What follows belongs to an exercise in optimizing a design on an open flow for small area; a production flow would make more cautious choices.
RTL that was checked went through simulation tests only; none was proved equivalent to the original.
No functional check of the RTL was part of run 7.
Power is estimated from default activity; no workload was simulated.

`flow/flow/area_synth.tcl`:
```
# The standard flow's synthesis script (synth_recipe.tcl, unchanged) with ABC's technology
# mapping run from flow/abc_area.script instead of ORFS's speed script.
# Only the abc call changes: the flip-flops, their names and every other
# synthesis step stay as in the standard synthesis.
proc abc {args} {
  set i [lsearch -exact $args -script]
  if { $i >= 0 } {
    lset args [expr { $i + 1 }] $::env(AREA_ABC_SCRIPT)
  }
  yosys abc {*}$args
}
source $::env(FLOW_SYNTH_TCL)
```
`flow/design.v`:
```
`timescale 1ns / 1ns
module vga_sync_gen
(
input wire          CLK,
input wire          RST,
output wire         GEN_ACTIVE,
output wire  [23:0] GEN_RGB,
output wire  [10:0] GEN_HCNT,
output wire         GEN_HSYNC,
output wire         GEN_HSYNCP,
output wire  [10:0] GEN_VCNT,
output wire         GEN_VSYNC,
output wire         GEN_VSYNCP,
input wire   [10:0] V_FRONT_PORCH,
input wire   [10:0] V_SYNC,
input wire   [10:0] V_BACK_PORCH,
input wire   [10:0] V_ACTIVE,
input wire          V_SYNC_POL,
input wire   [10:0] H_FRONT_PORCH,
input wire   [10:0] H_SYNC,
input wire   [10:0] H_BACK_PORCH,
input wire   [10:0] H_ACTIVE,
input wire          H_SYNC_POL
);
reg   [1:0] ph_h;
reg   [1:0] ph_v;
reg         h_run;       
reg         v_run;       
reg  [10:0] cnt_h;
reg  [10:0] cnt_v;
reg         active_h;    
reg         active_h2;   
reg         active_v;    
reg         active_v2;   
reg         sync_h;
reg         sync_v;
reg         sync_hp;
reg         sync_vp;
reg  [10:0] xa;          
reg  [10:0] ya;          
wire        h_sync  = h_run & (ph_h == 2'b01);
wire        h_bp    = h_run & (ph_h == 2'b11);
wire        h_act   = h_run & (ph_h == 2'b10);
wire        h_fp    = h_run & (ph_h == 2'b00);
wire        v_sync  = v_run & (ph_v == 2'b01);
wire        v_bp    = v_run & (ph_v == 2'b11);
wire        v_act   = v_run & (ph_v == 2'b10);
wire        v_fp    = v_run & (ph_v == 2'b00);
wire        h_last  = (cnt_h == 11'd1);
wire        v_last  = (cnt_v == 11'd1);
wire        h_next  = h_last | !h_run;           
wire        fsm_tic = h_fp & h_last & !active_h;
wire        v_next  = fsm_tic & (v_last | !v_run);
wire        cv_d    = active_h2 & !active_h;
always @(posedge CLK or posedge RST)
    if(RST) begin
        ph_h  <= 2'b00;
        h_run <= 1'b0;
    end else begin
        h_run <= 1'b1;
        if(h_next) ph_h <= {ph_h[0], !ph_h[1]};
    end
always @(posedge CLK or posedge RST)
    if(RST) begin
        ph_v  <= 2'b00;
        v_run <= 1'b0;
    end else if(v_next) begin
        v_run <= 1'b1;
        ph_v  <= {ph_v[0], !ph_v[1]};
    end
wire [10:0] h_dec = (cnt_h - 11'd1) & {11{h_run}};
always @(posedge CLK)
    cnt_h <= h_dec
           | ({11{(h_fp | !h_run) & h_last | !h_run}} & H_SYNC)
           | ({11{h_sync & h_last}} & H_BACK_PORCH)
           | ({11{h_bp   & h_last}} & H_ACTIVE)
           | ({11{h_act  & h_last}} & H_FRONT_PORCH);
wire [10:0] v_dec = (cnt_v - {10'd0, fsm_tic}) & {11{v_run}};
always @(posedge CLK)
    cnt_v <= v_dec
           | ({11{fsm_tic & !v_run}}   & V_SYNC)
           | ({11{fsm_tic & v_fp   & v_last}} & V_SYNC)
           | ({11{fsm_tic & v_sync & v_last}} & V_BACK_PORCH)
           | ({11{fsm_tic & v_bp   & v_last}} & V_ACTIVE)
           | ({11{fsm_tic & v_act  & v_last}} & V_FRONT_PORCH);
always @(posedge CLK or posedge RST)
    if(RST) begin
        active_h  <= 1'b0;
        active_h2 <= 1'b0;
        active_v  <= 1'b0;
        active_v2 <= 1'b0;
        sync_h    <= 1'b0;
        sync_v    <= 1'b0;
        sync_hp   <= 1'b0;
        sync_vp   <= 1'b0;
    end else begin
        active_h  <= h_act;
        active_h2 <= active_h;
        active_v  <= v_act;
        active_v2 <= active_v;
        sync_h    <= h_sync;
        sync_v    <= v_sync;
        sync_hp   <= h_sync ~^ H_SYNC_POL;
        sync_vp   <= v_sync ~^ V_SYNC_POL;
    end
wire [10:0] cnt_ha = (xa + 11'd1) & {11{active_h2}};
wire [10:0] cnt_va = (ya + {10'd0, cv_d}) & {11{active_v2}};
always @(posedge CLK) begin
    xa <= cnt_ha;
    ya <= cnt_va;
end
wire  [7:0] test_y = xa[7:0];
wire        white  = h_run & ((xa[3:0] == 4'd0) | (ya[3:0] == 4'd0));
wire        sel_r  = h_run & !ya[5];
wire        sel_g  = h_run & !ya[4];
wire        sel_b  = h_run & (ya[5] ~^ ya[4]);
assign GEN_ACTIVE  = active_h & active_v;
assign GEN_RGB     = {{8{white}} | ({8{sel_r}} & test_y),
                      {8{white}} | ({8{sel_g}} & test_y),
                      {8{white}} | ({8{sel_b}} & test_y)};
assign GEN_HCNT    = cnt_ha;
assign GEN_VCNT    = cnt_va;
assign GEN_HSYNC   = sync_h;
assign GEN_VSYNC   = sync_v;
assign GEN_HSYNCP  = sync_hp;
assign GEN_VSYNCP  = sync_vp;
endmodule
```
`flow/standard.sh`:
```
#!/bin/bash
# synth_recipe.tcl (not shown) runs the flow's synth.tcl, then flattens the netlist and writes it again
# the make line also repeats each setting of config.mk as NAME=value (left out here)
make -C /OpenROAD-flow-scripts/flow DESIGN_CONFIG=/design/flow/config.mk WORK_HOME=/design/flow/orfs CLKGATE_MAP_FILE= SYNTH_SCRIPT=/design/flow/synth_recipe.tcl "${@:-finish}"
```
`flow/flow/abc_area.script`:
```
strash
dc2
dch -f
amap
topo
```
`flow/config.mk`:
```
export PLATFORM = sky130hd
export DESIGN_NAME = vga_sync_gen
export DESIGN_NICKNAME = vga_sync_gen
export VERILOG_FILES = /design/flow/design.v
export SDC_FILE = /design/flow/constraint.sdc
export NUM_CORES = 4
export LEC_CHECK = 0
export CAP_MARGIN = 20
export CORE_MARGIN = 2
export CORE_UTILIZATION = 40
export SLEW_MARGIN = 20
```
`flow/constraint.sdc`:
```
create_clock -name core_clock -period 5.0 [get_ports {CLK}]
set_input_delay 1.0000 -clock core_clock [delete_from_list [all_inputs] [get_ports {CLK}]]
set_output_delay 1.0000 -clock core_clock [all_outputs]
set_load 0.01 [all_outputs]
```
`flow/flow/run.sh`:
```
#!/bin/bash
# Layout flow: the standard ORFS flow (standard.sh) with three changes.
#  1. Synthesis is the standard flow's synthesis script with ABC's mapping step run from
#     flow/abc_area.script (area-oriented); registers and names are unchanged.
#  2. Port buffers are the smallest buffer, sky130_fd_sc_hd__buf_1.
#  3. The clock tree is built from sky130_fd_sc_hd__clkbuf_4 without dummy loads.
# Each tool's output goes to a log of its own in this folder (and ORFS's logs
# under orfs/logs).
set -euo pipefail
W=$(pwd)
export AREA_ABC_SCRIPT=$W/flow/abc_area.script
export FLOW_SYNTH_TCL=$W/synth_recipe.tcl
export BUFFER_PORTS_ARGS="-buffer_cell sky130_fd_sc_hd__buf_1"
export CTS_ARGS="-sink_clustering_enable -repair_clock_nets -buf_list sky130_fd_sc_hd__clkbuf_4 -root_buf sky130_fd_sc_hd__clkbuf_4 -dont_use_dummy_load"

sed "s#SYNTH_SCRIPT=[^ ]*#SYNTH_SCRIPT=$W/flow/area_synth.tcl#" standard.sh > area_synth.sh
bash area_synth.sh synth > synth.log 2>&1
bash standard.sh finish > standard.log 2>&1
```
==> metrics.yaml, run 1 <==
floorplan:
  initial_core_util_pct: 41.3
  die_w_um: 90.3
  pin_count: 143
  core_um2: 7210
  die_h_um: 90.3
  fp.dieArea_um2: 8150
  placementRows: 31
placed_design:
  numPortBuffers: 142
  dpl.cell_count: 613
  gp_congestion: 0.813
  dp_hpwl_mm: 6.24
timing:
  period_needed_ps: 3670
  maxClockFrequency_ghz: 0.272
  clock_skew_ps: 31.7
  slew_headroom_pct: 52.0
  finalMaxSlewViolations: 0
  finalHoldViolations: 0
  rsz0062_at_grt: "no"
  setup_viol: 0
  fin_setup_tns_ps: 0
  tightest_slew_ps: 717
  fin_crit_sh_pct: 73.4
cells_and_area:
  diodes: 0
  syn2layout_area_growth_pct: 26.0
  multiInputGateArea_um2: 1560
  fillers: 767
  final_common_cell: "buf_1"
  final_cell_mix: "142 x buf_1, 50 x clkinv_1, 50 x o21ai_0"
  drive_gt1_share_pct: 3.06
  seqCellArea_um2: 1230
  layout.nets: 626
  finalNonFillerCells: 622
logic_synthesis:
  synth-seq-cells: 58
  synth-compound-area-share_pct: 29.2
  yosys_warnings: 1
  ys_seq_area_share_pct: 41.3
  synth_edf_count: 0
  async_flop_share_pct: 24.1
  synth.distinct_cells: 34
  synth_simple_gate_area_share_pct: 19.3
  syn_inst: 366
  synth_xor_area_share_pct: 0
  synth_fa_ha_area_share_pct: 3.78
  yosys.area.top_type: "dfxtp_1"
  synth_mux_area_share_pct: 0
  avgSynthCellArea_um2: 8.14
  ys.flop_type: "dfxtp_1"
  synth_area_um2: 2980
  yosysTopAreaCellShare_pct: 29.6
  synth_area_leaders: "dfxtp_1 30%, dfrtp_1 12%, o21ai_0 8.4%"
  syn_nets: 467
  synth_top_family_by_area: "compound AO/OA/AOI/OAI gates"
min_path:
  hold_class: "register to register"
power:
  power_leakage_nw: 1.34
  vdd_ir_drop_max_v: 0.0000969
  p_per_area_nw_per_um2: 224
cts:
  cts_made_buffers: 9
  cts_repair_resize_count: 0
  cts_setup_buffers: 0
  insertion_delay_ps: 380
  cts-root-buf: "clkbuf_4"
  hold_buffers: 0
  clockBufferDepth: 2
  h-tree-depth: 3
  cts_tree: "done"
  clkSinkCount: 58
  path_clk_slew_ps: 80
detailed_routing:
  first_pass_iters: 4
  detail-route-antenna-nets: 0
  wire_per_inst_um: 12.7
  vias: 3277
  drt_wl_total_mm: 7.92
  via_per_inst: 5.27
  drc: 0
  drt-initial-drc-count: 136
global_route:
  grt_max_degree: 25
  grt_pass1_vias: 2836
  grt_usage_pct: 19.6
  grt_overflow: 0
  antenna_found_initial: 0
  grt_pass1_wl_mm: 13.1
worst_setup_path:
  crit_required_ps: 4000
  crit_arrival_ps: 2670
  cp-start-kind: "register"
  cp_max_fo: 7
  critPathCaptureType: "output port"
  crit_type: "register to output port"
status:
  status: "complete, no violations"
flow_run:
  maxCapViolations: 0
[per-stage QoR]
step / hold slack, ps / util [%] / worst slack (ps) / total power, mW / area (µm²)
finish: 369 / 52.0 / 1330 / 0.839 / 3750
global route: 376 / 52.0 / 1030 / 0.893 / 3750
CTS: 376 / 52.0 / 1280 / 0.853 / 3750
detailed placement: 382 / 51.1 / 1660 / 0.625 / 3680
global placement: 378 / 51.0 / 1750 / 0.623 / 3680
floorplan: 347 / - / 1920 / 0.572 / 2980
[flip-flops by register name, summed over array words and instances (netlist names), 2 cells and up]
register	flops
xa	11
ya	11
ph_v	2
ph_h	2
cnt_v	11
cnt_h	11
[layer usage]
layer / wire length (µm) / vias up / global-route usage [%]
met5: 0 / - / 0
met4: 95 / 0 / 7.18
met3: 452 / 9 / 3.26
met2: 3670 / 104 / 31.6
met1: 3700 / 1475 / 26.5
li1: - / 1689 / -
[cell families (layout without fill, tap and decap cells)]
| logic type | Yosys count | after routing |
|---|---|---|
| compound gates | 129 | 129 |
| fa+ha+maj | 9 | 9 |
| buf+inv | 50 | 207 |
| flops | 58 | 58 |
| other cells | 1 | 1 |
| simple gates | 119 | 119 |
[worst max-delay path, cell delays in order, from the launching register on]
cell      delay [ps]
dfrtp_1          430
clkinv_1         210
nor2_1           150
ha_1             180
ha_1             180
and3_1           210
and3_1           180
nor2b_1          250
a31oi_1          120
nor3_1           230
buf_1            180
[where the power goes]
group / internal, mW / total [mW] / switching (mW)
Clock: 0.0836 / 0.224 / 0.141
Combinational: 0.0499 / 0.115 / 0.0649
Sequential: 0.482 / 0.500 / 0.0175
Total: 0.616 / 0.839 / 0.223
[final timing paths]
check / start / end / slack [ps] / cells past startpoint
max in group asynchronous: RST / ph_v[0] / 4150 / 2
worst max-delay path: active_h2 / GEN_VCNT[10] / 1330 / 10
worst max register to register: cnt_h[4] / cnt_v[7] / 1620 / 16
worst min register to register: active_v / active_v2 / 370 / 0
min in group asynchronous: RST / sync_h / 540 / 2
worst min-delay path: active_v / active_v2 / 370 / 0
[synth_stat cells (2+ instances only)]
library cell	count
clkinv_1	50
o21ai_0	50
dfxtp_1	44
nand2_1	34
nor2_1	23
nor3_1	23
a21oi_1	20
a221o_1	20
dfrtp_1	14
ha_1	9
a221oi_1	7
a22oi_1	7
and3_1	7
nand3_1	7
nor4_1	7
a222oi_1	6
nor2b_1	5
a31oi_1	4
or2_0	4
a211oi_1	3
nand4_1	3
a311oi_1	2
and4_1	2
o21a_1	2
o221ai_1	2
o22ai_1	2
or3_1	2
[final cells by class]
type / instances / area share, %
tap: 99 / 3.30
inverter: 50 / 5.00
clock buffer: 9 / 1.80
timing repair buffer: 148 / 15.4
multi-input combinational: 258 / 41.7
sequential: 58 / 32.8
==> run 2, diff against run 1 <==
--- a/flow/design.v
+++ b/flow/design.v
@@ -27,3 +27,2 @@
 reg         h_run;       
-reg         v_run;       
 reg  [10:0] cnt_h;
@@ -40,15 +39,14 @@
 reg  [10:0] ya;          
-wire        h_sync  = h_run & (ph_h == 2'b01);
-wire        h_bp    = h_run & (ph_h == 2'b11);
-wire        h_act   = h_run & (ph_h == 2'b10);
-wire        h_fp    = h_run & (ph_h == 2'b00);
-wire        v_sync  = v_run & (ph_v == 2'b01);
-wire        v_bp    = v_run & (ph_v == 2'b11);
-wire        v_act   = v_run & (ph_v == 2'b10);
-wire        v_fp    = v_run & (ph_v == 2'b00);
+wire        h_sync  = (ph_h == 2'b01);
+wire        h_bp    = (ph_h == 2'b11);
+wire        h_act   = (ph_h == 2'b10);
+wire        h_fp    = (ph_h == 2'b00);
+wire        v_sync  = (ph_v == 2'b01);
+wire        v_bp    = (ph_v == 2'b11);
+wire        v_act   = (ph_v == 2'b10);
+wire        v_fp    = (ph_v == 2'b00);
 wire        h_last  = (cnt_h == 11'd1);
 wire        v_last  = (cnt_v == 11'd1);
-wire        h_next  = h_last | !h_run;           
-wire        fsm_tic = h_fp & h_last & !active_h;
-wire        v_next  = fsm_tic & (v_last | !v_run);
+wire        fsm_tic = h_fp & h_last & !active_h & h_run;
+wire        v_next  = fsm_tic & v_last;
 wire        cv_d    = active_h2 & !active_h;
@@ -60,16 +58,12 @@
         h_run <= 1'b1;
-        if(h_next) ph_h <= {ph_h[0], !ph_h[1]};
+        if(h_last) ph_h <= {ph_h[0], !ph_h[1]};
     end
 always @(posedge CLK or posedge RST)
-    if(RST) begin
-        ph_v  <= 2'b00;
-        v_run <= 1'b0;
-    end else if(v_next) begin
-        v_run <= 1'b1;
-        ph_v  <= {ph_v[0], !ph_v[1]};
-    end
-wire [10:0] h_dec = (cnt_h - 11'd1) & {11{h_run}};
-always @(posedge CLK)
-    cnt_h <= h_dec
-           | ({11{(h_fp | !h_run) & h_last | !h_run}} & H_SYNC)
+    if(RST)             ph_v  <= 2'b00;
+    else if(v_next)     ph_v  <= {ph_v[0], !ph_v[1]};
+wire [10:0] h_dec = cnt_h - 11'd1;
+always @(posedge CLK or posedge RST)
+    if(RST) cnt_h <= 11'd1;
+    else cnt_h <= h_dec
+           | ({11{h_fp   & h_last}} & H_SYNC)
            | ({11{h_sync & h_last}} & H_BACK_PORCH)
@@ -77,6 +71,6 @@
            | ({11{h_act  & h_last}} & H_FRONT_PORCH);
-wire [10:0] v_dec = (cnt_v - {10'd0, fsm_tic}) & {11{v_run}};
-always @(posedge CLK)
-    cnt_v <= v_dec
-           | ({11{fsm_tic & !v_run}}   & V_SYNC)
+wire [10:0] v_dec = cnt_v - {10'd0, fsm_tic};
+always @(posedge CLK or posedge RST)
+    if(RST) cnt_v <= 11'd1;
+    else cnt_v <= v_dec
            | ({11{fsm_tic & v_fp   & v_last}} & V_SYNC)
==> flow/flow/run.sh (replaced) <==
#!/bin/bash
# Layout flow: the standard ORFS flow (standard.sh) with these changes.
#  1. Synthesis is the standard flow's synthesis script (synth_recipe.tcl) with ABC's
#     mapping step tried with each area-oriented script flow/abc*.script,
#     keeping the smallest netlist (flow/area_synth.tcl), and without ORFS's
#     full/half-adder cell mapping, so ABC maps the adders too. The registers
#     and their names are those of the standard synthesis.
#  2. Port buffers are the smallest buffer, sky130_fd_sc_hd__buf_1.
#  3. The clock tree is built from small clock buffers, without dummy loads.
# Each tool's output goes to a log of its own in this folder (synth.log,
# standard.log) and to ORFS's logs under orfs/logs.
set -euo pipefail
W=$(pwd)
export AREA_ABC_SCRIPTS="$W/flow/abc1.script $W/flow/abc2.script $W/flow/abc3.script $W/flow/abc4.script"
export FLOW_SYNTH_TCL=$W/synth_recipe.tcl
export BUFFER_PORTS_ARGS="-buffer_cell sky130_fd_sc_hd__buf_1"
export CTS_ARGS="-sink_clustering_enable -repair_clock_nets -buf_list sky130_fd_sc_hd__clkbuf_8 -root_buf sky130_fd_sc_hd__clkbuf_8 -sink_clustering_size 64 -sink_clustering_max_diameter 400 -dont_use_dummy_load"

sed "s#SYNTH_SCRIPT=[^ ]*#SYNTH_SCRIPT=$W/flow/area_synth.tcl ADDER_MAP_FILE=#" standard.sh > area_synth.sh
bash area_synth.sh synth > synth.log 2>&1
bash standard.sh finish > standard.log 2>&1
==> flow/flow/abc1.script (new file) <==
strash
dc2
dch -f
amap
strash
dch -f
amap
topo
==> flow/flow/abc2.script (new file) <==
strash
&get -n
&deepsyn -T 30
&put
dch -f
amap
strash
dch -f
amap
topo
==> flow/flow/abc3.script (new file) <==
strash
balance
rewrite -z
refactor -z
rewrite -z
dch -f
amap
strash
dch -f
amap
topo
==> flow/flow/abc4.script (new file) <==
strash
dc2
dch -f
amap
strash
dc2
dch -f
amap
strash
dc2
dch -f
amap
strash
dc2
dch -f
amap
topo
==> flow/flow/area_synth.tcl (replaced) <==
# The standard flow's synthesis script (synth_recipe.tcl, unchanged) with ABC's technology
# mapping done by area-oriented scripts: abc is run once with each script in
# $AREA_ABC_SCRIPTS on the same netlist, and the smallest result is kept.
# Only the abc call changes: the flip-flops, their names and every other
# synthesis step stay as in the standard synthesis.
proc abc_area_of { } {
  set f $::env(OBJECTS_DIR)/abc_area_stat.txt
  set lib_args {}
  foreach l $::env(LIB_FILES) {
    lappend lib_args -liberty $l
  }
  yosys tee -q -o $f stat {*}$lib_args
  set fh [open $f r]
  set txt [read $fh]
  close $fh
  if { ![regexp {Chip area for module [^:]*: *([0-9.]+)} $txt -> area] } {
    error "no area in stat output"
  }
  return $area
}

proc abc {args} {
  set i [lsearch -exact $args -script]
  yosys design -save pre_abc
  set best_area ""
  foreach s $::env(AREA_ABC_SCRIPTS) {
    yosys design -load pre_abc
    lset args [expr { $i + 1 }] $s
    yosys abc {*}$args
    set area [abc_area_of]
    puts "AREA_ABC: $s -> $area"
    if { $best_area eq "" || $area < $best_area } {
      set best_area $area
      set best $s
      yosys design -save best_abc
    }
  }
  puts "AREA_ABC: kept $best ($best_area)"
  yosys design -load best_abc
}
source $::env(FLOW_SYNTH_TCL)
removed: flow/flow/abc_area.script
==> metrics.yaml, run 2 <==
power:
  power_leakage_nw: 1.28
  vdd_ir_drop_max_v: 0.000121
  p_per_area_nw_per_um2: 239
timing:
  maxClockFrequency_ghz: 0.258
  fin_setup_tns_ps: 0
  finalMaxSlewViolations: 0
  tightest_slew_ps: 758
  slew_headroom_pct: 49.3
  clock_skew_ps: 17.4
  fin_crit_sh_pct: 77.5
  finalHoldViolations: 0
  period_needed_ps: 3880
  rsz0062_at_grt: "no"
  setup_viol: 0
cells_and_area:
  diodes: 0
  final_common_cell: "buf_1"
  final_cell_area_um2: 3500
  final_cell_mix: "142 x buf_1, 40 x nor2_1, 37 x clkinv_1"
  syn2layout_area_growth_pct: 30.1
  finalNonFillerCells: 542
  layout.nets: 559
  drive_gt1_share_pct: 4.09
cts:
  cts-root-buf: "clkbuf_8"
  h-tree-depth: 3
  clockBufferDepth: 2
  path_clk_slew_ps: 60
  clkSinkCount: 57
  cts_tree: "done"
  insertion_delay_ps: 330
  cts_made_buffers: 9
  hold_buffers: 0
  cts_setup_buffers: 0
  cts_repair_resize_count: 0
placed_design:
  dpl.cell_count: 533
  placed_area_um2: 3380
  dp_hpwl_mm: 5.51
  gp_congestion: 0.779
  numPortBuffers: 142
logic_synthesis:
  synth_area_leaders: "dfrtp_1 31%, dfxtp_1 16%, o21ai_0 5.8%"
  synth_area_um2: 2690
  synth-seq-cells: 57
  yosysTopAreaCellShare_pct: 30.7
  avgSynthCellArea_um2: 8.76
  ys.flop_type: "dfrtp_1"
  syn_nets: 399
  async_flop_share_pct: 61.4
  synth.most_common_cell: "nor2_1"
  yosys_warnings: 1
  yosys-top-cells-count: "40 x nor2_1, 37 x clkinv_1, 33 x dfrtp_1"
  synth_edf_count: 0
  syn_inst: 307
  ys_seq_area_share_pct: 49.0
  synth.distinct_cells: 33
  yosys.area.top_type: "dfrtp_1"
floorplan:
  fp.dieArea_um2: 7400
  placementRows: 29
  core_um2: 6420
  pin_count: 143
  initial_core_util_pct: 41.9
  die_h_um: 86.0
  die_w_um: 86.0
worst_setup_path:
  crit_type: "register to register"
  crit_required_ps: 5260
  critPathCaptureType: "register"
  cp-start-kind: "register"
  reg2reg_depth: 11
  r2r_slack_ps: 1120
  r2r_end: "cnt_v[1]"
  startpoint: "cnt_h[6]"
  crit_path_end: "cnt_v[1]"
  reg2reg_from: "cnt_h[6]"
  cp_max_fo: 12
  crit_arrival_ps: 4140
global_route:
  antenna_found_initial: 0
  grt_pass1_vias: 2629
  grt_max_degree: 36
  grt_pass1_wl_mm: 11.6
  grt_usage_pct: 19.7
  grt_overflow: 0
detailed_routing:
  detail-route-antenna-nets: 0
  via_per_inst: 5.25
  wire_per_inst_um: 13.1
  drt_wl_total_mm: 7.12
  drt-initial-drc-count: 105
  first_pass_iters: 5
  drc: 0
  vias: 2843
status:
  status: "complete, no violations"
flow_run:
  maxCapViolations: 0
min_path:
  hold_class: "register to register"
run 2: changes by cell type after synthesis, sizes merged, moves of 5 or more:
cell / previous run / this run
dfxtp: 44 / 22
dfrtp: 14 / 33
o21ai: 50 / 31
nor2: 23 / 40
a21oi: 20 / 6
clkinv: 50 / 37
a221o: 20 / 8
ha: 9 / 0
o2111ai: 0 / 7
a22o: 1 / 7
a22oi: 7 / 2
run 2: where the power goes:
group          internal [mW]  switching (mW)  leakage, nW
Combinational         0.0264          0.0338        0.600
Clock                  0.159           0.152       0.0647
Sequential             0.462         0.00214        0.613
Total                  0.648           0.188         1.28
run 2: logic make-up (layout without fill, tap and decap cells):
group           Yosys count  count (layout)  synth area share [%]
flops                    57              57                  49.0
xor+xnor                  1               1                 0.326
buf+inv                  37             195                  5.16
other cells               1               1                 0.139
compound gates           97              97                  26.5
simple gates            114             114                  18.9
run 2: final cells by class:
class	instances	area [µm²]
Tap cell	77	96.3
Multi-Input combinational cell	213	1240
Timing Repair Buffer	149	586
Clock buffer	9	124
Inverter	37	139
Fill cell	638	2920
Sequential cell	57	1320
run 2: worst max-delay path, cell delays in order, from the launching register on:
cell and delay, ps:
dfrtp_1 390, or4_1 560, nor4_1 410, clkinv_1 300, nor3_1 220, buf_4 230
nand3_1 140, nor3_1 300, clkinv_1 240, nor2_1 630, a221o_1 290, a221o_1 110
run 2: worst min path at each step:
stage / from / endpoint / slack [ps] / depth (start not counted)
floorplan: active_v / active_v2 / 350 / 0
global placement: active_h / active_h2 / 360 / 0
detailed placement: active_v / active_v2 / 370 / 0
CTS: active_h / active_h2 / 380 / 0
global route: active_h / active_h2 / 390 / 0
finish: active_h / active_h2 / 370 / 0
run 2: layer usage:
layer	wire [µm]	vias to the layer above	GRT usage (%)
li1	-	1465	-
met1	3320	1268	26.6
met2	3200	101	31.2
met3	504	9	3.66
met4	89	0	8.23
met5	0	-	0
run 2: through the flow:
step                      setup WS (ps)  total power [mW]  hold slack, ps  utilization (%)
after floorplan                    1080             0.494             347                -
after global placement             1380             0.533             364             52.5
after detailed placement           1130             0.533             369             52.6
after CTS                          1110             0.846             376             54.5
after global routing                716             0.877             386             54.5
final                              1120             0.835             371             54.5
==> run 3, diff against run 2 <==
--- a/flow/flow/run.sh
+++ b/flow/flow/run.sh
@@ -16,3 +16,3 @@
 export BUFFER_PORTS_ARGS="-buffer_cell sky130_fd_sc_hd__buf_1"
-export CTS_ARGS="-sink_clustering_enable -repair_clock_nets -buf_list sky130_fd_sc_hd__clkbuf_8 -root_buf sky130_fd_sc_hd__clkbuf_8 -sink_clustering_size 64 -sink_clustering_max_diameter 400 -dont_use_dummy_load"
+export CTS_ARGS="-sink_clustering_enable -repair_clock_nets -buf_list sky130_fd_sc_hd__clkbuf_4 -root_buf sky130_fd_sc_hd__clkbuf_4 -sink_clustering_size 20 -dont_use_dummy_load"
 
==> metrics.yaml, run 3 <==
cells_and_area:
  finalCoreUtilization_pct: 53.6
  seqCellArea_um2: 1320
  fillers: 647
  layout.nets: 559
  final_common_cell: "buf_1"
  diodes: 0
  final_cell_mix: "142 x buf_1, 40 x nor2_1, 37 x clkinv_1"
  finalNonFillerCells: 542
  multiInputGateArea_um2: 1240
  drive_gt1_share_pct: 4.09
  syn2layout_area_growth_pct: 28.0
cts:
  h-tree-depth: 3
  clkSinkCount: 57
  cts-root-buf: "clkbuf_4"
  cts_tree: "done"
  hold_buffers: 0
  path_clk_slew_ps: 90
  cts_made_buffers: 9
  clockBufferDepth: 2
  cts_setup_buffers: 0
  cts_repair_resize_count: 0
  insertion_delay_ps: 370
logic_synthesis:
  synth-seq-cells: 57
  synth_mux_area_share_pct: 0
  synth.most_common_cell: "nor2_1"
  synth_area_leaders: "dfrtp_1 31%, dfxtp_1 16%, o21ai_0 5.8%"
  yosys.area.top_type: "dfrtp_1"
  ys_seq_area_share_pct: 49.0
  avgSynthCellArea_um2: 8.76
  ys.flop_type: "dfrtp_1"
  yosys_warnings: 1
  syn_nets: 399
  synth_simple_gate_area_share_pct: 18.9
  yosysTopAreaCellShare_pct: 30.7
  synth_edf_count: 0
  syn_inst: 307
  synth_xor_area_share_pct: 0.326
  async_flop_share_pct: 61.4
  synth_area_um2: 2690
  synth-compound-area-share_pct: 26.5
  synth_top_family_by_area: "compound AO/OA/AOI/OAI gates"
  synth_fa_ha_area_share_pct: 0
  yosys-top-cells-count: "40 x nor2_1, 37 x clkinv_1, 33 x dfrtp_1"
  synth.distinct_cells: 33
worst_setup_path:
  crit_required_ps: 5320
  crit_arrival_ps: 4240
  crit_type: "register to register"
  cp-start-kind: "register"
  cp_max_fo: 12
  critPathCaptureType: "register"
timing:
  maxClockFrequency_ghz: 0.255
  finalHoldViolations: 0
  setup_viol: 0
  tightest_slew_ps: 797
  period_needed_ps: 3920
  fin_crit_sh_pct: 78.4
  finalMaxSlewViolations: 0
  fin_setup_tns_ps: 0
  rsz0062_at_grt: "no"
  slew_headroom_pct: 46.6
  clock_skew_ps: 21.4
floorplan:
  pin_count: 143
  die_h_um: 86.0
  placementRows: 29
  fp.dieArea_um2: 7400
  core_um2: 6420
  die_w_um: 86.0
  initial_core_util_pct: 41.9
detailed_routing:
  drt_wl_total_mm: 7.09
  via_per_inst: 5.26
  first_pass_iters: 6
  drt-initial-drc-count: 111
  detail-route-antenna-nets: 0
  wire_per_inst_um: 13.1
  vias: 2851
  drc: 0
power:
  p_per_area_nw_per_um2: 217
  vdd_ir_drop_max_v: 0.000118
  power_leakage_nw: 1.26
global_route:
  grt_pass1_vias: 2623
  grt_usage_pct: 19.8
  antenna_found_initial: 0
  grt_overflow: 0
  grt_max_degree: 36
  grt_pass1_wl_mm: 11.6
placed_design:
  dp_hpwl_mm: 5.51
  gp_congestion: 0.779
  dpl.cell_count: 533
  numPortBuffers: 142
status:
  status: "complete, no violations"
min_path:
  hold_class: "register to register"
flow_run:
  maxCapViolations: 0
-- run 3: power breakdown --
| part | switching, mW | total [mW] | leakage [nW] | internal (mW) |
|---|---|---|---|---|
| clock network | 0.140 | 0.223 | 0.0414 | 0.0836 |
| registers | 0.00211 | 0.463 | 0.613 | 0.461 |
| logic | 0.0337 | 0.0601 | 0.600 | 0.0264 |
| total | 0.175 | 0.746 | 1.26 | 0.571 |
-- run 3: layer usage --
metal  vias to the layer above  global-route usage (%)  wire (µm)
met1                      1280                    26.5       3260
met4                         0                    8.23         55
met2                       100                    31.4       3300
met5                         -                       0          0
li1                       1467                       -          -
met3                         4                    3.66        485
-- run 3: cell type report --
cell class / count / share of cell area [%]
clock buffers: 9 / 1.96
inverters: 37 / 4.03
multi-input cells: 213 / 35.9
flip-flops and latches: 57 / 38.3
well taps: 77 / 2.80
repair buffers: 149 / 17.0
-- run 3: worst paths after layout --
path                                  end  slack (ps)  cells past startpoint      from
worst max-delay path             cnt_v[1]        1080                     11  cnt_h[6]
worst min-delay path            active_h2         370                      0  active_h
worst max register to register   cnt_v[1]        1080                     11  cnt_h[6]
worst min register to register  active_h2         370                      0  active_h
max in group asynchronous        cnt_v[0]        3970                      3       RST
min in group asynchronous        cnt_v[2]         680                      3       RST
-- run 3: logic make-up (layout without fill, tap and decap cells) --
family / Yosys count / count (layout)
XOR/XNOR: 1 / 1
AO/OA/AOI/OAI: 97 / 97
flip-flops: 57 / 57
AND/OR/NAND/NOR: 114 / 114
other: 1 / 1
buffers and inverters: 37 / 195
-- run 3: worst max-delay path, cell delays in order, from the launching register on --
cell	delay, ps
dfrtp_1	400
or4_1	570
nor4_1	410
clkinv_1	300
nor3_1	220
buf_4	230
nand3_1	140
nor3_1	300
clkinv_1	240
nor2_1	660
a221o_1	290
a221o_1	110
-- run 3: per-stage QoR --
step / instance area (µm²) / total power, mW / hold WS, ps / worst slack (ps)
4_1_cts: 3440 / 0.761 / 375 / 1110
2_1_floorplan: 2690 / 0.494 / 347 / 1080
6_report: 3440 / 0.746 / 372 / 1080
5_1_grt: 3440 / 0.788 / 386 / 714
3_5_place_dp: 3380 / 0.533 / 369 / 1130
3_3_place_gp: 3370 / 0.533 / 364 / 1380
==> run 4, diff against run 3 <==
--- a/flow/config.mk
+++ b/flow/config.mk
@@ -10,2 +10,3 @@
 export CORE_UTILIZATION = 40
+export GPL_TIMING_DRIVEN = 0
 export SLEW_MARGIN = 20
==> metrics.yaml, run 4 <==
worst_setup_path:
  cp_max_fo: 12
  reg2reg_from: "cnt_h[6]"
  r2r_end: "cnt_v[1]"
  r2r_slack_ps: 600
  cp-start-kind: "register"
  reg2reg_depth: 10
  critPathCaptureType: "register"
  crit_required_ps: 5310
  crit_arrival_ps: 4710
  crit_type: "register to register"
logic_synthesis:
  synth_area_leaders: "dfrtp_1 31%, dfxtp_1 16%, o21ai_0 5.8%"
  ys.flop_type: "dfrtp_1"
  yosys-top-cells-count: "40 x nor2_1, 37 x clkinv_1, 33 x dfrtp_1"
  syn_nets: 399
  synth_area_um2: 2690
  synth_edf_count: 0
  yosys.area.top_type: "dfrtp_1"
  synth.most_common_cell: "nor2_1"
  async_flop_share_pct: 61.4
  synth.distinct_cells: 33
  ys_seq_area_share_pct: 49.0
  avgSynthCellArea_um2: 8.76
  yosysTopAreaCellShare_pct: 30.7
  synth-seq-cells: 57
  yosys_warnings: 1
  syn_inst: 307
timing:
  finalHoldViolations: 0
  maxClockFrequency_ghz: 0.227
  fin_setup_tns_ps: 0
  slew_headroom_pct: 32.8
  fin_crit_sh_pct: 88.1
  rsz0062_at_grt: "no"
  clock_skew_ps: 35.5
  setup_viol: 0
  finalMaxSlewViolations: 0
  tightest_slew_ps: 1000
  period_needed_ps: 4400
global_route:
  grt_overflow: 0
  grt_usage_pct: 19.8
  grt_pass1_wl_mm: 11.7
  grt_pass1_vias: 2675
  antenna_found_initial: 0
  grt_max_degree: 36
cts:
  hold_buffers: 0
  insertion_delay_ps: 400
  clkSinkCount: 57
  path_clk_slew_ps: 90
  cts_setup_buffers: 0
  clockBufferDepth: 2
  cts_repair_resize_count: 0
  h-tree-depth: 3
  cts_made_buffers: 9
  cts_tree: "done"
  cts-root-buf: "clkbuf_4"
floorplan:
  fp.dieArea_um2: 7400
  placementRows: 29
  core_um2: 6420
  die_w_um: 86.0
  initial_core_util_pct: 41.9
  pin_count: 143
  die_h_um: 86.0
placed_design:
  numPortBuffers: 142
  dpl.cell_count: 527
  gp_congestion: 0.790
  dp_hpwl_mm: 5.53
cells_and_area:
  layout.nets: 553
  drive_gt1_share_pct: 3.92
  final_common_cell: "buf_1"
  finalCoreUtilization_pct: 53.3
  syn2layout_area_growth_pct: 27.2
  finalNonFillerCells: 536
  final_cell_mix: "142 x buf_1, 40 x nor2_1, 36 x clkinv_1"
  diodes: 0
  fillers: 656
power:
  power_leakage_nw: 1.23
  p_per_area_nw_per_um2: 218
  vdd_ir_drop_max_v: 0.000114
min_path:
  holdCritStartpoint: "active_h"
  whs_path_depth: 0
  hold_class: "register to register"
  min_to: "active_h2"
detailed_routing:
  via_per_inst: 5.39
  first_pass_iters: 5
  drt-initial-drc-count: 103
  detail-route-antenna-nets: 0
  wire_per_inst_um: 13.3
  drc: 0
  vias: 2891
  drt_wl_total_mm: 7.13
status:
  status: "complete, no violations"
flow_run:
  maxCapViolations: 0
[run 4: cell types whose count changed in the layout (fill, tap and decap cells not counted), sizes merged]
cell and delta:
buf -6
[run 4: per-layer routing]
metal | routed length [µm] | GRT usage (%) | vias to the layer above
met5 | 0 | 0 | -
met2 | 3430 | 33.5 | 99
met1 | 3140 | 24.9 | 1325
li1 | - | - | 1458
met3 | 471 | 4.14 | 9
met4 | 95 | 7.36 | 0
[run 4: critical path, stage by stage (launching register included)]
cell,delay (ps)
dfrtp_1,410
or4_1,580
nor4_1,380
clkinv_1,310
nor3_2,680
nand3_1,270
nor3_1,330
clkinv_1,280
nor2_1,670
a221o_1,300
a221o_1,120
[run 4: logic make-up (layout without fill, tap and decap cells)]
kind of cell           after synthesis  count (layout)  share of synthesized area (%)
buffers and inverters               37             189                           5.16
other                                1               1                          0.139
XOR/XNOR                             1               1                          0.326
AO/OA/AOI/OAI                       97              97                           26.5
flip-flops                          57              57                           49.0
AND/OR/NAND/NOR                    114             114                           18.9
[run 4: layout make-up]
type	instances	area [µm²]	share of cell area, %
Clock buffer	9	67.6	1.98
Tap cell	77	96.3	2.82
Multi-Input combinational cell	213	1260	36.8
Sequential cell	57	1320	38.6
Inverter	37	140	4.10
Timing Repair Buffer	143	541	15.8
[run 4: where the power goes]
part           total, mW  internal [mW]  switching [mW]
registers          0.463          0.461         0.00220
clock network      0.225         0.0835           0.142
logic             0.0585         0.0255          0.0329
total              0.747          0.570           0.177
[run 4: how the worst max path moves through the flow]
| stage | slack, ps | from | end |
|---|---|---|---|
| after CTS | 460 | cnt_h[6] | cnt_v[1] |
| after global placement | -240 | cnt_h[6] | cnt_v[3] |
| after detailed placement | 510 | cnt_h[6] | cnt_v[1] |
| final | 600 | cnt_h[6] | cnt_v[1] |
| after global routing | 70 | cnt_h[6] | cnt_v[9] |
| after floorplan | 1080 | cnt_h[6] | cnt_v[3] |
[run 4: per-stage QoR]
step                hold WS (ps)  worst slack (ps)  area [µm²]  power [mW]
detailed placement           365               509        3350       0.532
finish                       371               596        3420       0.747
global route                 380              74.8        3420       0.787
CTS                          375               462        3420       0.758
global placement             364              -242        3320       0.531
floorplan                    347              1080        2690       0.494
==> run 5, diff against run 4 <==
--- a/flow/flow/run.sh
+++ b/flow/flow/run.sh
@@ -13,3 +13,3 @@
 W=$(pwd)
-export AREA_ABC_SCRIPTS="$W/flow/abc1.script $W/flow/abc2.script $W/flow/abc3.script $W/flow/abc4.script"
+export AREA_ABC_SCRIPTS="$W/flow/abc1.script $W/flow/abc2.script $W/flow/abc3.script $W/flow/abc4.script $W/flow/abc5.script $W/flow/abc6.script"
 export FLOW_SYNTH_TCL=$W/synth_recipe.tcl
==> flow/flow/abc5.script (new file) <==
strash
&get -n
&deepsyn -T 30 -S 1
&put
dch -f
amap
strash
dch -f
amap
topo
==> flow/flow/abc6.script (new file) <==
strash
&get -n
&deepsyn -T 30 -S 2
&put
dch -f
amap
strash
dch -f
amap
topo
--- a/flow/config.mk
+++ b/flow/config.mk
@@ -9,4 +9,3 @@
 export CORE_MARGIN = 2
-export CORE_UTILIZATION = 40
-export GPL_TIMING_DRIVEN = 0
+export CORE_UTILIZATION = 65
 export SLEW_MARGIN = 20
==> metrics.yaml, run 5 <==
power:
  vdd_ir_drop_max_v: 0.000178
  p_per_area_nw_per_um2: 219
  finalPower_mw: 0.749
  power_leakage_nw: 1.26
placed_design:
  pre_cts_ws_ps: 1280
  placed_area_um2: 3350
  gp_congestion: 0.796
  numPortBuffers: 142
  dp_hpwl_mm: 5.41
worst_setup_path:
  path_cells: "or4_1 -> nor4_1 -> clkinv_1 -> nor3_1 -> nand3_1 -> nor3_1 -> clkinv_1 -> nor2_1 -> a221o_1 -> a221o_1"
  critPathCaptureType: "register"
  cp-start-kind: "register"
  slowest_stage: "nor2_1"
  crit_type: "register to register"
  cp_max_fo: 11
  crit_required_ps: 5290
  crit_arrival_ps: 4120
  cp_slowest_stage_delay_ps: 670
logic_synthesis:
  yosys_warnings: 1
  async_flop_share_pct: 61.4
  synth-seq-cells: 57
  yosysTopAreaCellShare_pct: 30.7
  synth_area_um2: 2690
  synth_edf_count: 0
  yosys-top-cells-count: "40 x nor2_1, 37 x clkinv_1, 33 x dfrtp_1"
  synth.most_common_cell: "nor2_1"
  yosys.area.top_type: "dfrtp_1"
  synth_area_leaders: "dfrtp_1 31%, dfxtp_1 16%, o21ai_0 5.8%"
  synth.distinct_cells: 33
  ys.flop_type: "dfrtp_1"
  syn_inst: 307
  syn_nets: 399
  ys_seq_area_share_pct: 49.0
  avgSynthCellArea_um2: 8.76
timing:
  slew_headroom_pct: 45.4
  fin_crit_sh_pct: 76.4
  period_needed_ps: 3820
  finalMaxSlewViolations: 0
  fin_setup_tns_ps: 0
  clock_skew_ps: 31.7
  rsz0062_at_grt: "no"
  postLayoutSetupSlackWorst_ps: 1180
  maxClockFrequency_ghz: 0.262
  tightest_slew_ps: 816
  finalHoldViolations: 0
  setup_viol: 0
cells_and_area:
  diodes: 0
  final_common_cell: "buf_1"
  seqCellArea_um2: 1320
  final_cell_mix: "142 x buf_1, 40 x nor2_1, 37 x clkinv_1"
  drive_gt1_share_pct: 4.08
  finalCoreUtilization_pct: 85.3
  multiInputGateArea_um2: 1230
  syn2layout_area_growth_pct: 26.9
  final_cell_area_um2: 3410
  layout.nets: 560
  fillers: 283
cts:
  cts_made_buffers: 9
  cts_repair_resize_count: 0
  cts_tree: "done"
  clkSinkCount: 57
  hold_buffers: 0
  insertion_delay_ps: 390
  clockBufferDepth: 2
  cts-root-buf: "clkbuf_4"
  cts_setup_buffers: 0
  path_clk_slew_ps: 100
  h-tree-depth: 3
flow_run:
  maxCapViolations: 0
global_route:
  antenna_found_initial: 0
  grt_max_degree: 36
  grt_overflow: 0
  grt_pass1_vias: 2699
  grt_pass1_wl_mm: 10.9
  grt_usage_pct: 31.7
floorplan:
  die_w_um: 68.3
  initial_core_util_pct: 67.3
  placementRows: 23
  die_h_um: 68.3
  core_um2: 4000
  fp.dieArea_um2: 4670
  pin_count: 143
detailed_routing:
  drt_wl_total_mm: 7.00
  drt-initial-drc-count: 206
  first_pass_iters: 7
  drc: 0
  wire_per_inst_um: 13.6
  detail-route-antenna-nets: 0
  via_per_inst: 5.91
  vias: 3047
min_path:
  hold_class: "register to register"
status:
  status: "complete, no violations"
## run 5: cell count changes in the layout (fill, tap and decap cells not counted)
cell and change:
nor3_1 +5, clkinv_2 -1, o21ai_0 +1, nor3_2 -5, buf_4 +7, o21ai_1 -1
clkinv_1 +1
## run 5: per-layer routing
metal / part of all wire (%) / up-vias / wire length (µm) / GRT usage [%]
met5: 0 / - / 0 / 0
met4: 2.0 / 0 / 141 / 15.8
met3: 8.7 / 23 / 608 / 10.2
met2: 51 / 164 / 3600 / 54.6
met1: 38 / 1387 / 2650 / 35.0
li1: - / 1473 / - / -
## run 5: stage by stage
stage	instances	hold WS, ps
2_1_floorplan	307	347
3_3_place_gp	507	357
3_5_place_dp	507	366
4_1_cts	516	370
5_1_grt	516	373
6_report	516	369
## run 5: cell families (layout without fill, tap and decap cells)
group | after synthesis | count (layout) | synth area share (%)
compound gates | 97 | 97 | 26.5
xor+xnor | 1 | 1 | 0.326
buf+inv | 37 | 196 | 5.16
flops | 57 | 57 | 49.0
other cells | 1 | 1 | 0.139
simple gates | 114 | 114 | 18.9
## run 5: path summary, 6_finish.rpt
kind,endpoint,startpoint,cells past startpoint,slack [ps]
setup / recovery,cnt_v[2],cnt_h[6],10,1180
min in group asynchronous,h_run,RST,3,690
hold / removal,active_v2,active_v,0,370
max in group asynchronous,cnt_v[0],RST,3,3960
setup reg to reg,cnt_v[2],cnt_h[6],10,1180
hold reg to reg,active_v2,active_v,0,370
## run 5: power breakdown
part | leakage, nW | switching (mW) | internal, mW
clock | 0.0414 | 0.143 | 0.0834
sequential | 0.613 | 0.00228 | 0.461
combinational | 0.606 | 0.0330 | 0.0264
total | 1.26 | 0.178 | 0.571
## run 5: layout make-up
cell class                 instances  area share, %
clock buffer                       9           1.98
inverter                          37           4.07
multi-input combinational        213           36.1
sequential                        57           38.6
tap                               50           1.83
timing repair buffer             150           17.4
## run 5: worst max-delay path: cells and delay by family, from the launching register on
| kind | cells | cell delay [ps] |
|---|---|---|
| simple gates | 6 | 2390 |
| buf+inv | 2 | 550 |
| flops | 1 | 410 |
| compound gates | 2 | 390 |
==> run 6, diff against run 5 <==
--- a/flow/config.mk
+++ b/flow/config.mk
@@ -9,3 +9,3 @@
 export CORE_MARGIN = 2
-export CORE_UTILIZATION = 65
+export CORE_UTILIZATION = 40
 export SLEW_MARGIN = 20
==> metrics.yaml, run 6 <==
status:
  status: "complete, no violations"
cells_and_area:
  syn2layout_area_growth_pct: 28.0
  layout.nets: 559
  final_cell_mix: "142 x buf_1, 40 x nor2_1, 37 x clkinv_1"
  final_cell_area_um2: 3440
  diodes: 0
  drive_gt1_share_pct: 4.09
  multiInputGateArea_um2: 1240
  seqCellArea_um2: 1320
  fillers: 647
  final_common_cell: "buf_1"
cts:
  hold_buffers: 0
  insertion_delay_ps: 370
  h-tree-depth: 3
  cts_repair_resize_count: 0
  cts_tree: "done"
  clkSinkCount: 57
  cts_setup_buffers: 0
  clockBufferDepth: 2
  cts-root-buf: "clkbuf_4"
  cts_made_buffers: 9
  path_clk_slew_ps: 90
logic_synthesis:
  yosys_warnings: 1
  synth_area_leaders: "dfrtp_1 31%, dfxtp_1 16%, o21ai_0 5.8%"
  synth.most_common_cell: "nor2_1"
  synth.distinct_cells: 33
  yosys.area.top_type: "dfrtp_1"
  syn_inst: 307
  ys.flop_type: "dfrtp_1"
  synth-seq-cells: 57
  async_flop_share_pct: 61.4
  synth_edf_count: 0
  yosysTopAreaCellShare_pct: 30.7
  synth_area_um2: 2690
  avgSynthCellArea_um2: 8.76
  syn_nets: 399
  yosys-top-cells-count: "40 x nor2_1, 37 x clkinv_1, 33 x dfrtp_1"
  ys_seq_area_share_pct: 49.0
worst_setup_path:
  critPathCaptureType: "register"
  path_cells: "or4_1 -> nor4_1 -> clkinv_1 -> nor3_1 -> buf_4 -> nand3_1 -> nor3_1 -> clkinv_1 -> nor2_1 -> a221o_1 -> a221o_1"
  critical_path_buf_inv_count: 3
  startpoint: "cnt_h[6]"
  crit_type: "register to register"
  cp_max_fo: 12
  cp_slowest_stage_delay_ps: 660
  cp-start-kind: "register"
  critical-path-top-delay-family: "simple AND/OR/NAND/NOR gates"
  slowest_stage: "nor2_1"
  reg2reg_from: "cnt_h[6]"
  crit_arrival_ps: 4240
  crit_required_ps: 5320
placed_design:
  dp_hpwl_mm: 5.51
  placed_area_um2: 3380
  pre_cts_ws_ps: 1130
  gp_congestion: 0.779
  numPortBuffers: 142
timing:
  setup_viol: 0
  rsz0062_at_grt: "no"
  tightest_slew_ps: 797
  finalHoldViolations: 0
  slew_headroom_pct: 46.6
  postLayoutSetupSlackWorst_ps: 1080
  period_needed_ps: 3920
  finalMaxSlewViolations: 0
  clock_skew_ps: 21.4
  fin_crit_sh_pct: 78.4
  fin_setup_tns_ps: 0
  maxClockFrequency_ghz: 0.255
global_route:
  grt_pass1_wl_mm: 11.6
  grt_pass1_vias: 2623
  grt_max_degree: 36
  antenna_found_initial: 0
  grt_overflow: 0
  grt_usage_pct: 19.8
detailed_routing:
  drt-initial-drc-count: 111
  drt_wl_total_mm: 7.09
  wire_per_inst_um: 13.1
  via_per_inst: 5.26
  vias: 2851
  first_pass_iters: 6
  detail-route-antenna-nets: 0
  drc: 0
power:
  vdd_ir_drop_max_v: 0.000118
  finalPower_mw: 0.746
  p_per_area_nw_per_um2: 217
  power_leakage_nw: 1.26
floorplan:
  initial_core_util_pct: 41.9
  core_um2: 6420
  pin_count: 143
  fp.dieArea_um2: 7400
  placementRows: 29
  die_w_um: 86.0
  die_h_um: 86.0
flow_run:
  maxCapViolations: 0
min_path:
  hold_class: "register to register"
  holdCritStartpoint: "active_h"
[run 6: changes by cell type in the layout (fill, tap and decap cells not counted), sizes merged]
cell,delta
buf,-1
[run 6: where the power goes]
| part | switching [mW] | total (mW) | internal (mW) |
|---|---|---|---|
| clock | 0.140 | 0.223 | 0.0836 |
| combinational | 0.0337 | 0.0601 | 0.0264 |
| sequential | 0.00211 | 0.463 | 0.461 |
[run 6: per-stage QoR]
stage / utilization, % / instances / hold slack [ps]
after floorplan: - / 307 / 347
after global placement: 52.5 / 533 / 364
after detailed placement: 52.6 / 533 / 369
after CTS: 53.6 / 542 / 375
after global routing: 53.6 / 542 / 386
final: 53.6 / 542 / 372
[run 6: path summary, 6_finish.rpt]
kind | end | slack (ps) | depth (start not counted)
setup / recovery | cnt_v[1] | 1080 | 11
min in group asynchronous | cnt_v[2] | 680 | 3
max in group asynchronous | cnt_v[0] | 3970 | 3
setup reg to reg | cnt_v[1] | 1080 | 11
hold reg to reg | active_h2 | 370 | 0
hold / removal | active_h2 | 370 | 0
[run 6: final cells by class]
type                    instances  share of cell area, %
inverters                      37                   4.03
flip-flops and latches         57                   38.3
multi-input cells             213                   35.9
repair buffers                149                   17.0
clock buffers                   9                   1.96
well taps                      77                   2.80
[run 6: metal layers]
metal	up-vias	routed length, µm	track usage (%)
li1	1467	-	-
met1	1280	3260	26.5
met2	100	3300	31.4
met3	4	485	3.66
met4	0	55	8.23
met5	-	0	0
[run 6: logic make-up after synthesis]
| group | synth area share, % |
|---|---|
| and+or+nand+nor | 18.9 |
| AOI/OAI and AO/OA | 26.5 |
| DFF | 49.0 |
| buffers and inverters | 5.16 |
| xor gates and xnor gates | 0.326 |
| other | 0.139 |
[run 6: worst reg2reg max path, stage by stage, from the launching register on]
cell      delay (ps)
dfrtp_1          400
or4_1            570
nor4_1           410
clkinv_1         300
nor3_1           220
buf_4            230
nand3_1          150
nor3_1           300
clkinv_1         240
nor2_1           660
a221o_1          290
a221o_1          110
==> run 7, diff against run 6 <==
--- a/flow/design.v
+++ b/flow/design.v
@@ -63,3 +63,9 @@
     else if(v_next)     ph_v  <= {ph_v[0], !ph_v[1]};
-wire [10:0] h_dec = cnt_h - 11'd1;
+wire [10:0] h_bz;
+assign h_bz[0] = 1'b1;
+genvar gi;
+generate for (gi = 1; gi < 11; gi = gi + 1) begin : g_hbz
+    assign h_bz[gi] = h_bz[gi-1] & !cnt_h[gi-1];
+end endgenerate
+wire [10:0] h_dec = cnt_h ^ h_bz;
 always @(posedge CLK or posedge RST)
@@ -71,3 +77,8 @@
            | ({11{h_act  & h_last}} & H_FRONT_PORCH);
-wire [10:0] v_dec = cnt_v - {10'd0, fsm_tic};
+wire [10:0] v_bz;
+assign v_bz[0] = fsm_tic;
+generate for (gi = 1; gi < 11; gi = gi + 1) begin : g_vbz
+    assign v_bz[gi] = v_bz[gi-1] & !cnt_v[gi-1];
+end endgenerate
+wire [10:0] v_dec = cnt_v ^ v_bz;
 always @(posedge CLK or posedge RST)
@@ -99,4 +110,12 @@
     end
-wire [10:0] cnt_ha = (xa + 11'd1) & {11{active_h2}};
-wire [10:0] cnt_va = (ya + {10'd0, cv_d}) & {11{active_v2}};
+wire [10:0] xc;
+wire [10:0] yc;
+assign xc[0] = 1'b1;
+assign yc[0] = cv_d;
+generate for (gi = 1; gi < 11; gi = gi + 1) begin : g_inc
+    assign xc[gi] = xc[gi-1] & xa[gi-1];
+    assign yc[gi] = yc[gi-1] & ya[gi-1];
+end endgenerate
+wire [10:0] cnt_ha = (xa ^ xc) & {11{active_h2}};
+wire [10:0] cnt_va = (ya ^ yc) & {11{active_v2}};
 always @(posedge CLK) begin
--- a/flow/config.mk
+++ b/flow/config.mk
@@ -10,2 +10,3 @@
 export CORE_UTILIZATION = 40
+export GPL_TIMING_DRIVEN = 0
 export SLEW_MARGIN = 20
==> metrics.yaml, run 7 <==
status:
  status: "complete, no violations"
min_path:
  whs_path_depth: 0
  hold_class: "register to register"
timing:
  tightest_slew_ps: 1020
  maxClockFrequency_ghz: 0.214
  fin_hold_ws_ps: 388
  fin_crit_sh_pct: 93.2
  finalHoldViolations: 0
  fin_setup_tns_ps: 0
  finalMaxSlewViolations: 0
  period_needed_ps: 4660
  postLayoutSetupSlackWorst_ps: 338
  slew_headroom_pct: 31.9
  rsz0062_at_grt: "no"
  setup_viol: 0
  clock_skew_ps: 25.1
detailed_routing:
  drt-initial-drc-count: 131
  wl_met2_mm: 3.27
  wire_per_inst_um: 12.4
  wl_met3_um: 456
  via_per_inst: 5.30
  drc: 0
  first_pass_iters: 5
  wl_met1_mm: 3.15
  vias: 2963
  detail-route-antenna-nets: 0
  drt_wl_total_mm: 6.94
  highest_layer: "met4"
cts:
  insertion_delay_ps: 380
  path_clk_slew_ps: 90
  cts_made_buffers: 9
  clkSinkCount: 57
  hold_buffers: 0
  cts_tree: "done"
  h-tree-depth: 3
  cts_repair_resize_count: 0
  cts-root-buf: "clkbuf_4"
  clockBufferDepth: 2
  cts_setup_buffers: 0
placed_design:
  pre_cts_ws_ps: 196
  dp_hpwl_mm: 5.44
  dpl.cell_count: 550
  gp_congestion: 0.806
  numPortBuffers: 142
worst_setup_path:
  slowest_stage: "or4_1"
  reg2reg_depth: 13
  cp-start-kind: "register"
  cp_max_fo: 11
  path_cells: "or4b_1 -> or4_1 -> or4_1 -> nor3_2 -> buf_4 -> nand3_1 -> nor4_1 -> clkinv_1 -> nor3_4 -> a222oi_1 -> nand2_1 -> nor2_1 -> o21ai_0"
  crit_required_ps: 5310
  crit_arrival_ps: 4970
  crit_top_cell: "or4_1"
  crit_type: "register to register"
  cp_slowest_stage_delay_ps: 560
  critPathCaptureType: "register"
logic_synthesis:
  syn_inst: 327
  yosysTopAreaCellShare_pct: 30.0
  avgSynthCellArea_um2: 8.41
  yosys_warnings: 1
  synth_edf_count: 0
  syn_nets: 419
  yosys.area.top_type: "dfrtp_1"
  yosys-top-cells-count: "41 x clkinv_1, 39 x nor2_1, 36 x o21ai_0"
  synth.most_common_cell: "clkinv_1"
  synth.distinct_cells: 31
  ys_seq_area_share_pct: 48.0
  ys.flop_type: "dfrtp_1"
  synth_area_leaders: "dfrtp_1 30%, dfxtp_1 16%, o21ai_0 6.6%"
  async_flop_share_pct: 61.4
  synth_area_um2: 2750
  synth-seq-cells: 57
global_route:
  antenna_found_initial: 0
  grt_max_degree: 36
  grt_usage_pct: 19.6
  grt_pass1_wl_mm: 11.9
  grt_overflow: 0
  grt_pass1_vias: 2732
cells_and_area:
  finalNonFillerCells: 559
  final_cell_mix: "142 x buf_1, 40 x clkinv_1, 39 x nor2_1"
  diodes: 0
  syn2layout_area_growth_pct: 27.6
  layout.nets: 573
  final_common_cell: "buf_1"
  drive_gt1_share_pct: 3.97
  finalCoreUtilization_pct: 52.2
power:
  vdd_ir_drop_max_v: 0.000103
  power_leakage_nw: 1.16
  p_per_area_nw_per_um2: 233
floorplan:
  die_w_um: 86.9
  fp.dieArea_um2: 7550
  die_h_um: 86.9
  placementRows: 30
  pin_count: 143
  initial_core_util_pct: 40.9
  core_um2: 6720
flow_run:
  maxCapViolations: 0
[run 7: changes by cell type after synthesis, sizes merged, moves of 4 or more]
| cell | delta |
|---|---|
| a21oi | +4 |
| a221o | -6 |
| a22o | -6 |
| a22oi | +10 |
| clkinv | +4 |
| nand3 | +5 |
| o21ai | +5 |
| or4 | +4 |
[run 7: cell families after synthesis]
group / Yosys count / share of synthesized area (%)
other cells: 1 / 0.136
buf+inv: 41 / 5.60
flops: 57 / 48.0
simple gates: 128 / 21.4
compound gates: 100 / 24.9
[run 7: worst max-delay path, delay by kind of cell (launching register included)]
family                 cells  cell delay, ps
and+or+nand+nor            9            3170
AOI/OAI and AO/OA          2             280
DFF                        1             550
buffers and inverters      2             610
[run 7: through the flow]
step | area (µm²) | total power, mW
global placement | 3380 | 0.604
floorplan | 2750 | 0.560
detailed placement | 3420 | 0.606
CTS | 3490 | 0.834
finish | 3510 | 0.819
global route | 3510 | 0.870
[run 7: final timing paths]
check                      startpoint        end  slack (ps)
setup / recovery             cnt_h[0]   cnt_v[9]         340
hold / removal               active_v  active_v2         390
min in group asynchronous         RST     sync_v         640
setup reg to reg             cnt_h[0]   cnt_v[9]         340
hold reg to reg              active_v  active_v2         390
max in group asynchronous         RST   cnt_h[0]        3960
[run 7: layout make-up]
cell class / count / area [µm²]
Multi-Input combinational cell: 229 / 1330
Timing Repair Buffer: 143 / 541
Inverter: 41 / 155
Clock buffer: 9 / 67.6
Fill cell: 686 / 3210
Sequential cell: 57 / 1320
Tap cell: 80 / 100
[run 7: report_power, final]
part,total (mW),internal [mW],switching [mW]
Combinational,0.102,0.0466,0.0555
Clock,0.223,0.0834,0.140
Sequential,0.493,0.478,0.0148
[run 7: routing by layer]
layer  global-route usage, %  vias to the layer above
met4                    5.26                        0
met1                    25.0                     1333
met2                    32.6                      105
met3                    5.50                        6
met5                       0                        -
li1                        -                     1519

[afterwards: timing with drivers on the ports]
No port has a modelled driver above. Below, the same layouts with a new extraction and two added sets of constraints. Step 1, drivers: a clkbuf_16 drives CLK and a buf_2 each remaining input, both assumed. Step 2 times the ports against the registers' clock, not the clock port: input delays grow and output delays shrink by t, the midpoint of the rising clock arrivals with the driver on. Slacks: ideal / step 1 / step 2; pairs: ideal / step 1.
run | t (ns) | setup WS [ns] | worst hold slack (ns) | slew at the worst register clock pin (ns)
run 1 | 0.393 | 1.329 / 1.300 / 1.622 | 0.369 / 0.369 / 0.369 | 0.10 / 0.10
run 2 | 0.347 | 1.123 / 1.123 / 1.123 | 0.371 / 0.371 / 0.371 | 0.07 / 0.07
run 3 | 0.393 | 1.080 / 1.080 / 1.080 | 0.372 / 0.372 / 0.372 | 0.09 / 0.09
run 4 | 0.410 | 0.596 / 0.596 / 0.596 | 0.371 / 0.371 / 0.371 | 0.11 / 0.11
run 5 | 0.396 | 1.179 / 1.179 / 1.179 | 0.369 / 0.369 / 0.369 | 0.10 / 0.10
run 6 | 0.393 | 1.080 / 1.080 / 1.080 | 0.372 / 0.372 / 0.372 | 0.09 / 0.09
run 7 | 0.401 | 0.338 / 0.338 / 0.338 | 0.388 / 0.388 / 0.388 | 0.11 / 0.11
After both steps every run listed still meets setup and hold.
